This design comes from an exercise in tuning on the open sky130 flow, not from production work. In this exercise RTL edits were held to simulation tests only and were not proved equivalent to the original. Power figures rest on the tool's default switching activity, not on a simulated workload.

## alpha
## JAM
module JAM (
input CLK,
input RST,
output [2:0] W,
output [2:0] J,
input [6:0] Cost,
output [3:0] MatchCount,
output [9:0] MinCost,
output Valid );
Size in the first run: roughly 5900 cells after synthesis, roughly 810 flip-flops, about 30 I/O pins, roughly 49000 sq um of cells after synthesis.
export LEC_CHECK = 0
export ABC_AREA = 1
export CAP_MARGIN = 20
export CORE_MARGIN = 2
export CORE_UTILIZATION = 55
export SETUP_SLACK_MARGIN = 2.6
export SLEW_MARGIN = 20
create_clock -name core_clock -period 6.2 [get_ports {CLK}]
run.sh (not shown) runs the stock make flow with config.mk's settings and CLKGATE_MAP_FILE= SYNTH_SCRIPT=/design/flow/synth_recipe.tcl, a recipe that flattens the netlist after the stock synthesis.
The final layout from alpha, which completed every stage, passed the timing, design-rule and antenna checks at the end of the flow.
Setup changes, alpha to gamma
Settings: a change of CORE_UTILIZATION from 55 to 40; a change of SETUP_SLACK_MARGIN from 2.6 to 2.8; a deleted ABC_AREA that had been 1; an added ABC_CLOCK_PERIOD_IN_PS of 3500.
==> summary.txt <==
- Every run (gamma and alpha) finished clean.
- Relative to alpha, final critical-path share of the clock period has gone up in gamma.
- Looking at tap cell count across gamma and alpha, the one that comes out lower is alpha.
- Max simple logic cell fraction of the synthesized area across gamma and alpha: alpha
- [gamma vs alpha] non-clock buffer share of cell area: higher in gamma
- In the metrics for gamma and alpha, the one carrying the higher switching component of the power is gamma.
- Worst setup slack was higher in alpha than in gamma.
- Summary: with alpha as the reference, final cell area excluding filler cells in gamma moved up by a few percent.
- gamma ends up with a share of power burned in registers that is 4.7 points lower than in alpha.
- alpha -> gamma: maximum clock path buffer count flat
- Looking at first element of the critical path, the t2_4[0]$_DFF_P_ result is from alpha; the pa1[6]$_DFF_P_ one comes from gamma.

* * *

Another version of the RTL of JAM (not shown whole).
Size in the first run: about 4500 cells after synthesis, roughly 0.046 mm^2 of cells after synthesis.
Design JAM, start of the top module:
module JAM (
input CLK,
input RST,
output [2:0] W,
output [2:0] J,
input [6:0] Cost,
output [3:0] MatchCount,
output [9:0] MinCost,
output Valid );
reg  [7:0] c;
always @(posedge CLK) begin
	if (RST)                 c <= 8'd0;
	else if (c != 8'd134)    c <= c + 8'd1;
end
assign W = c[5:3];
assign J = c[2:0];
assign Valid = c == 8'd134;
wire loading = ~c[7] & ~c[6];
reg  [3:0] k;       
reg  [7:0] mu;      
wire [3:0] kn = (k == 4'd9) ? 4'd0 : k + 4'd1;
always @(posedge CLK) begin
	if (RST) begin
		k  <= 4'd2;
		mu <= 8'd0;
	end else begin
		k  <= kn;
		mu <= {8{(c >= 8'd60) & ~kn[0] & (kn != 4'd4)}};
	end
end
reg [6:0] t0_0, t0_1, t0_2, t0_3, t0_4, t0_5, t0_6, t0_7;
reg [6:0] t1_0, t1_1, t1_2, t1_3, t1_4, t1_5, t1_6, t1_7;
reg [6:0] t2_0, t2_1, t2_2, t2_3, t2_4, t2_5, t2_6, t2_7;
reg [6:0] t3_0, t3_1, t3_2, t3_3, t3_4, t3_5, t3_6, t3_7;
reg [6:0] t4_0, t4_1, t4_2, t4_3, t4_4, t4_5, t4_6, t4_7;
reg [6:0] t5_0, t5_1, t5_2, t5_3, t5_4, t5_5, t5_6, t5_7;
reg [6:0] t6_0, t6_1, t6_2, t6_3, t6_4, t6_5, t6_6, t6_7;
reg [6:0] t7_0, t7_1, t7_2, t7_3, t7_4, t7_5, t7_6, t7_7;
always @(posedge CLK) begin
	t0_0 <= t0_1;
	t0_1 <= mu[0] ? t0_7 : t0_2;
	t0_2 <= mu[0] ? t0_2 : t0_3;
	t0_3 <= mu[0] ? t0_3 : t0_4;
	t0_4 <= t0_5;
	t0_5 <= t0_6;
	t0_6 <= mu[0] ? t0_4 : t0_7;
	t0_7 <= (loading && c[5:3] == 3'd0) ? Cost : t0_0;
	t1_0 <= t1_1;
	t1_1 <= mu[1] ? t1_7 : t1_2;
	t1_2 <= mu[1] ? t1_2 : t1_3;
	t1_3 <= mu[1] ? t1_3 : t1_4;
	t1_4 <= t1_5;
	t1_5 <= t1_6;
	t1_6 <= mu[1] ? t1_4 : t1_7;
	t1_7 <= (loading && c[5:3] == 3'd1) ? Cost : t1_0;
	t2_0 <= t2_1;
	t2_1 <= mu[2] ? t2_7 : t2_2;
	t2_2 <= mu[2] ? t2_2 : t2_3;
	t2_3 <= mu[2] ? t2_3 : t2_4;
	t2_4 <= t2_5;
	t2_5 <= t2_6;
	t2_6 <= mu[2] ? t2_4 : t2_7;
	t2_7 <= (loading && c[5:3] == 3'd2) ? Cost : t2_0;
	t3_0 <= t3_1;
	t3_1 <= mu[3] ? t3_7 : t3_2;
	t3_2 <= mu[3] ? t3_2 : t3_3;
	t3_3 <= mu[3] ? t3_3 : t3_4;
	t3_4 <= t3_5;
	t3_5 <= t3_6;
  ...
make LEC_CHECK=0 ABC_CLOCK_PERIOD_IN_PS=3500 CAP_MARGIN=20 CORE_MARGIN=2 CORE_UTILIZATION=60 PLACE_DENSITY=0.7 SETUP_SLACK_MARGIN=2.65 SLEW_MARGIN=20 finish   # period 6.2 ns
Next try:
- CORE_UTILIZATION: 60 -> 40
- PLACE_DENSITY: 0.7 -> unset
- SETUP_SLACK_MARGIN: 2.65 -> 2.6
Effect: Via count went down slightly; cell count is higher by a little under a tenth; non-clock buffer count came out higher by 31; clock-buffer cell count rises by 14; setup slack is worse by 0.10 ns; synthesized cell count is unchanged; maximum frequency fell by a few percent; wire length is higher by a few percent; utilization fell by 22 points.

* * *

JAM with an RTL version that a note above also has.
Size: roughly 4500 cells after synthesis, ~810 flip-flops, ~47000 µm² of cells after synthesis.
make LEC_CHECK=0 ABC_CLOCK_PERIOD_IN_PS=3500 CAP_MARGIN=20 CORE_MARGIN=2 CORE_UTILIZATION=60 PLACE_DENSITY=0.72 SETUP_SLACK_MARGIN=2.7 SLEW_MARGIN=20 finish   # period 6.2 ns
The starting point went through all stages and came out clean.
Edit:
CORE_UTILIZATION = 40   (was 60)
PLACE_DENSITY = not set   (was 0.72)
SETUP_SLACK_MARGIN = 2.6   (was 2.7)
Result: Utilization came out lower by 23 points. Register-to-register slack degrades by 0.04 ns. Worst setup slack is worse by 0.040 ns. Synthesized area does not change. Power fell by 2.5%. First-iteration DRC count is lower by 5.0%. Sequential power barely changes. Count of clock-buffer cells in the layout went up by 10. Global-route usage fell by 9.3 points. Non-clock buffer count came out lower by 27. Final area hardly moves.
Edit:
CORE_UTILIZATION = 55   (was 40)
CTS_BUF_LIST = sky130_fd_sc_hd__clkbuf_4 sky130_fd_sc_hd__clkbuf_8   (was not set)
CTS_CLUSTER_SIZE = 30   (was not set)
Outcome: Worst setup slack improves by 0.028 ns. Fmax goes up by 0.78%. Routed wire length goes up by 0.69%. Hold slack degrades by 0.010 ns. Via count is about the same. Power goes down by 0.38%.

==> re-timing with driven ports <==
Ports are ideal in the flow. The routed layouts listed here were re-timed in OpenROAD. Step 1 (the two cells are an assumption about what drives the block):
set clk [get_ports {CLK}]
set_driving_cell -lib_cell sky130_fd_sc_hd__clkbuf_16 $clk
set_driving_cell -lib_cell sky130_fd_sc_hd__buf_2 [delete_from_list [all_inputs] $clk]
Step 2 also shifts input and output timing later by t, the mid clock arrival at the registers, as if the neighbouring blocks saw the same clock. Three values: ideal ports, drivers, drivers and shift; two values: the first two.
run	shift t [ns]	setup WS [ns]	worst setup path at the end	cell pins on the clock port's net
alpha	0.726	2.693 / 2.639 / 2.693	register to register	1
gamma	0.716	2.595 / 2.595 / 2.595	register to register	1
the first run of note 2	0.717	2.635 / 2.635 / 2.635	register to register	1
the second run of note 2	0.731	2.534 / 2.534 / 2.534	register to register	1
the first run of note 3	0.708	2.674 / 2.674 / 2.674	register to register	1
the second run of note 3	0.716	2.634 / 2.634 / 2.634	register to register	1
the third run of note 3	0.887	2.661 / 2.661 / 2.661	register to register	1
After both steps setup and hold are still met in every run listed.
